Background: an optimization exercise with open tools, aiming at small area, a short achievable clock period and few clock cycles. Do not read the settings as production practice.
At most, simulation tests tie the RTL to the original design; equivalence was not proved.
Power figures rest on the tool's default switching activity, not on a simulated workload.

JK:
// simplecpu
module simplecpu (
	input  logic        rst,
	input  logic        clk,
	output logic [9:0]  pc,
	input  logic [15:0] inst,
	output logic [7:0]  d_addr,
	output logic        d_wr,
	output logic [15:0] d_wdata,
	input  logic [15:0] d_rdata,
	output logic        halted);
	logic [9:0]   pc_q;
	logic         f_halt;             
	logic [255:0] regs;               
	logic [15:0]  valid;              
	logic [15:0]  nz;                 
	logic         r_we, r_st, r_halt;
	logic         r_mem, r_not, r_sub, r_dsel, r_loc;
	logic         r_afwd, r_bfwd;     
	logic [3:0]   r_wa;
	logic [15:0]  r_psel, r_qsel;     
	logic [7:0]   r_d;                
	logic         x_we, x_st, x_halt, x_cin;
	logic [3:0]   x_wa;
	logic [15:0]  x_a, x_b;
	logic [15:0]  sum;                
	logic         sum_zero;
	logic [3:0]  op, ra, pa;
	logic [7:0]  d;
	logic        is_jmp, is_jmz, is_halt, is_mem, is_st, is_dsel, is_azero, writes;
  ...
Settings: LEC_CHECK=0, CAP_MARGIN=20, CORE_MARGIN=2, CORE_UTILIZATION=60, CTS_CLUSTER_DIAMETER=150, CTS_CLUSTER_SIZE=30, PLACE_DENSITY=0.75, SETUP_SLACK_MARGIN=4.4, SLEW_MARGIN=20, SYNTH_HIERARCHICAL=1; clock period 7.0 ns.
standard.sh (not shown) runs the stock make flow with config.mk's settings and CLKGATE_MAP_FILE= SYNTH_SCRIPT=/design/flow/synth_recipe.tcl, a recipe that flattens the netlist after the stock synthesis.
==> flow/flow/run.sh <==
#!/bin/bash
# Standard ORFS layout (the standard.sh, synthesis unchanged), except that the
# input/output port buffers are sky130_fd_sc_hd__buf_2 cells instead of the default
# pick (a slow delay buffer). ORFS keeps each step's log under orfs/logs/; make's
# own output goes to standard.log here.
set -euo pipefail
bash standard.sh "BUFFER_PORTS_ARGS=-buffer_cell sky130_fd_sc_hd__buf_2" finish > standard.log 2>&1
For MS, these inputs were changed with respect to JK:
- swapping 4.4 for 4.3 in SETUP_SLACK_MARGIN
==> summary.txt <==
- [MS] largest voltage drop on the vdd net fell 0.0062 mV relative to JK
- MS vs. JK: area of all placed cells without fillers now sits lower; peak clock frequency supported by timing rose by 0.54%; routing usage on met3 moved down.
- Total setup buffers inserted after CTS down 1 in MS wrt JK
- Going from JK to MS, global-route wire length before repair increased by 320 µm relative to the old numbers, slew at the pin closest to its max-slew limit increased by 0.012 ns relative to the old numbers.
- Of the two values seen for origin of the worst setup path, inst[9] was produced by MS and inst[1] by JK.
No run of this note included a check of the RTL's function; only the layout flow was run.

* * *

Another version of the RTL of simplecpu (not shown whole).
Size in the first run: roughly 70 I/O pins, ~18000 µm² of cells after synthesis.
export LEC_CHECK = 0
export CAP_MARGIN = 20
export CORE_MARGIN = 2
export CORE_UTILIZATION = 60
export PLACE_DENSITY = 0.75
export SETUP_SLACK_MARGIN = 4.5
export SLEW_MARGIN = 20
export SYNTH_HIERARCHICAL = 1
create_clock -name core_clock -period 7.0 [get_ports {clk}]
Scripts as last shown in full above: flow/flow/run.sh
The first run completed with no timing, DRC or antenna violations.
Testbench counts at the start, summed over its fixed seeds: cycles 74,821.
Rerun with:
- CTS_CLUSTER_DIAMETER: not set -> 120
- CTS_CLUSTER_SIZE: not set -> 22
- SETUP_SLACK_MARGIN: 4.5 -> 4.3
Effect: Critical path depth decreases by 7; core utilization went down by 5.5 points; global-route usage shrinks by 0.61 points.
Rerun with:
- CTS_CLUSTER_DIAMETER: 120 -> 150
- CTS_CLUSTER_SIZE: 22 -> 30
Clock skew went up by 0.014 ns. Wire length falls by about 0.35%. Clock-buffer cell count goes down by 9. Design area decreases by 0.80%.

* * *

simplecpu, a different RTL version from the one above (not shown whole).
Size in the first run: ~1400 cells after synthesis, ~70 I/O pins.
Settings: LEC_CHECK=0, CAP_MARGIN=20, CORE_MARGIN=2, CORE_UTILIZATION=60, CTS_CLUSTER_DIAMETER=150, CTS_CLUSTER_SIZE=30, PLACE_DENSITY=0.75, SETUP_SLACK_MARGIN=4.2, SLEW_MARGIN=20, SYNTH_HIERARCHICAL=1; clock period 7.0 ns.
Scripts as last shown in full above: flow/flow/run.sh
Testbench counts at the start, summed over its fixed seeds: cycles 74,821.
Rerun with:
- CAP_MARGIN: 20 -> 5
- SETUP_SLACK_MARGIN: 4.2 -> 4.3
- SLEW_MARGIN: 20 -> 5
Result: Worst setup slack gains 0.14 ns. Register-to-register slack gains 0.10 ns. Design area rises by 0.86%.
Rerun with:
- CAP_MARGIN: 5 -> 20
- CORE_UTILIZATION: 60 -> 75
- PLACE_DENSITY: 0.75 -> 0.85
- SLEW_MARGIN: 5 -> 20
=> The changed run went through all stages and came out clean; cell count went down by about 4%; setup slack is worse by 0.070 ns; final area drops by 0.46%; total power falls by about 0.75%.
Rerun with:
- CORE_UTILIZATION: 75 -> 60
- CTS_CLUSTER_SIZE: 30 -> 25
- PLACE_DENSITY: 0.85 -> 0.75
- SETUP_SLACK_MARGIN: 4.3 -> 4.4
Final cell count went up by about 5%; routed wire length went up by 1.9%; setup slack is better by 0.10 ns; non-clock buffer count went up by 3; clock-buffer cell count went up by 7; area after synthesis is unchanged; combinational power went up by about 4%.
Rerun with:
- CTS_CLUSTER_SIZE: 25 -> 30
- GPL_ROUTABILITY_DRIVEN: unset -> 0
- SETUP_SLACK_MARGIN: 4.4 -> 4.3
What happened: Design area is lower by 2.2%. Wire length decreases by 2.7%. Core utilization is lower by 1.5 points. Clock skew drops by 0.0070 ns. Synthesized area is unchanged. Maximum frequency goes down by 0.88%.

* * *

Another version of the RTL of simplecpu (not shown whole).
Size: about 70 I/O pins, about 0.018 sq mm of cells after synthesis.
## simplecpu
module simplecpu (
	input  logic        rst,
	input  logic        clk,
	output logic [9:0]  pc,
	input  logic [15:0] inst,
	output logic [7:0]  d_addr,
	output logic        d_wr,
	output logic [15:0] d_wdata,
	input  logic [15:0] d_rdata,
	output logic        halted);
clock: 7.0 ns
lec_check: 0
cap_margin: 20
core_margin: 2
core_utilization: 40
place_density: 0.6
setup_slack_margin: 4.4
slew_margin: 20
synth_hierarchical: 1
Scripts as last shown in full above: flow/flow/run.sh
The first run finished with timing, DRC and antenna clean.
Testbench counts at the start, summed over its fixed seeds: cycles 74,821.
Change:
--- a/flow/config.mk
+++ b/flow/config.mk
@@ -12 +12 @@
-export SETUP_SLACK_MARGIN = 4.4
+export SETUP_SLACK_MARGIN = 4.1
What happened:
- hold slack stays flat
- critical path depth drops by 1
- core utilization drops by 1.7 points
- final cell count falls slightly
- count of clock-buffer cells in the layout climbs by 8
- synthesized area stays the same
- power shrinks slightly
- wire length shrinks slightly
- worst setup slack stays flat
- die area is unchanged
- fmax barely changes

[afterwards: timing with drivers on the ports]
How much do the figures lean on ideal ports? The routed layouts below were timed once more, with nothing changed but the port constraints.
Step 1 assumes that a clkbuf_16 drives the clock port and a buf_2 every other input.
Step 2 also shifts input and output timing later by t, the mid clock arrival at the registers, as if the neighbouring blocks saw the same clock.
Slacks: ideal ports / drivers / drivers and shift; pairs: ideal ports / drivers.
run | t, ns | slack for setup (ns) | worst setup path at the end | worst data-port slew with drivers (ns)
JK | 0.580 | 4.168 / 4.157 / 3.577 | input to register | 0.09
MS | 0.582 | 4.183 / 4.215 / 3.633 | input to register | 0.06
the first run of note 2 | 0.579 | 4.387 / 4.359 / 3.797 | input to register | 0.06
the second run of note 2 | 0.588 | 4.274 / 4.221 / 3.820 | input to register | 0.04
the third run of note 2 | 0.572 | 4.337 / 4.281 / 3.851 | input to register | 0.05
the first run of note 3 | 0.583 | 4.225 / 4.171 / 3.755 | input to register | 0.04
the second run of note 3 | 0.578 | 4.361 / 4.308 / 3.884 | input to register | 0.04
the third run of note 3 | 0.556 | 4.291 / 4.242 / 3.827 | input to register | 0.04
the fourth run of note 3 | 0.577 | 4.391 / 4.352 / 3.801 | input to register | 0.06
the fifth run of note 3 | 0.581 | 4.368 / 4.315 / 3.869 | input to register | 0.03
the first run of note 4 | 0.590 | 4.139 / 4.085 / 3.738 | input to register | 0.05
the second run of note 4 | 0.599 | 4.136 / 4.079 / 3.646 | input to register | 0.04
After both steps setup and hold are still met in every run listed. The setup slack of JK, which loses most, moves by -0.011 ns with the drivers and by -0.591 ns with both steps.
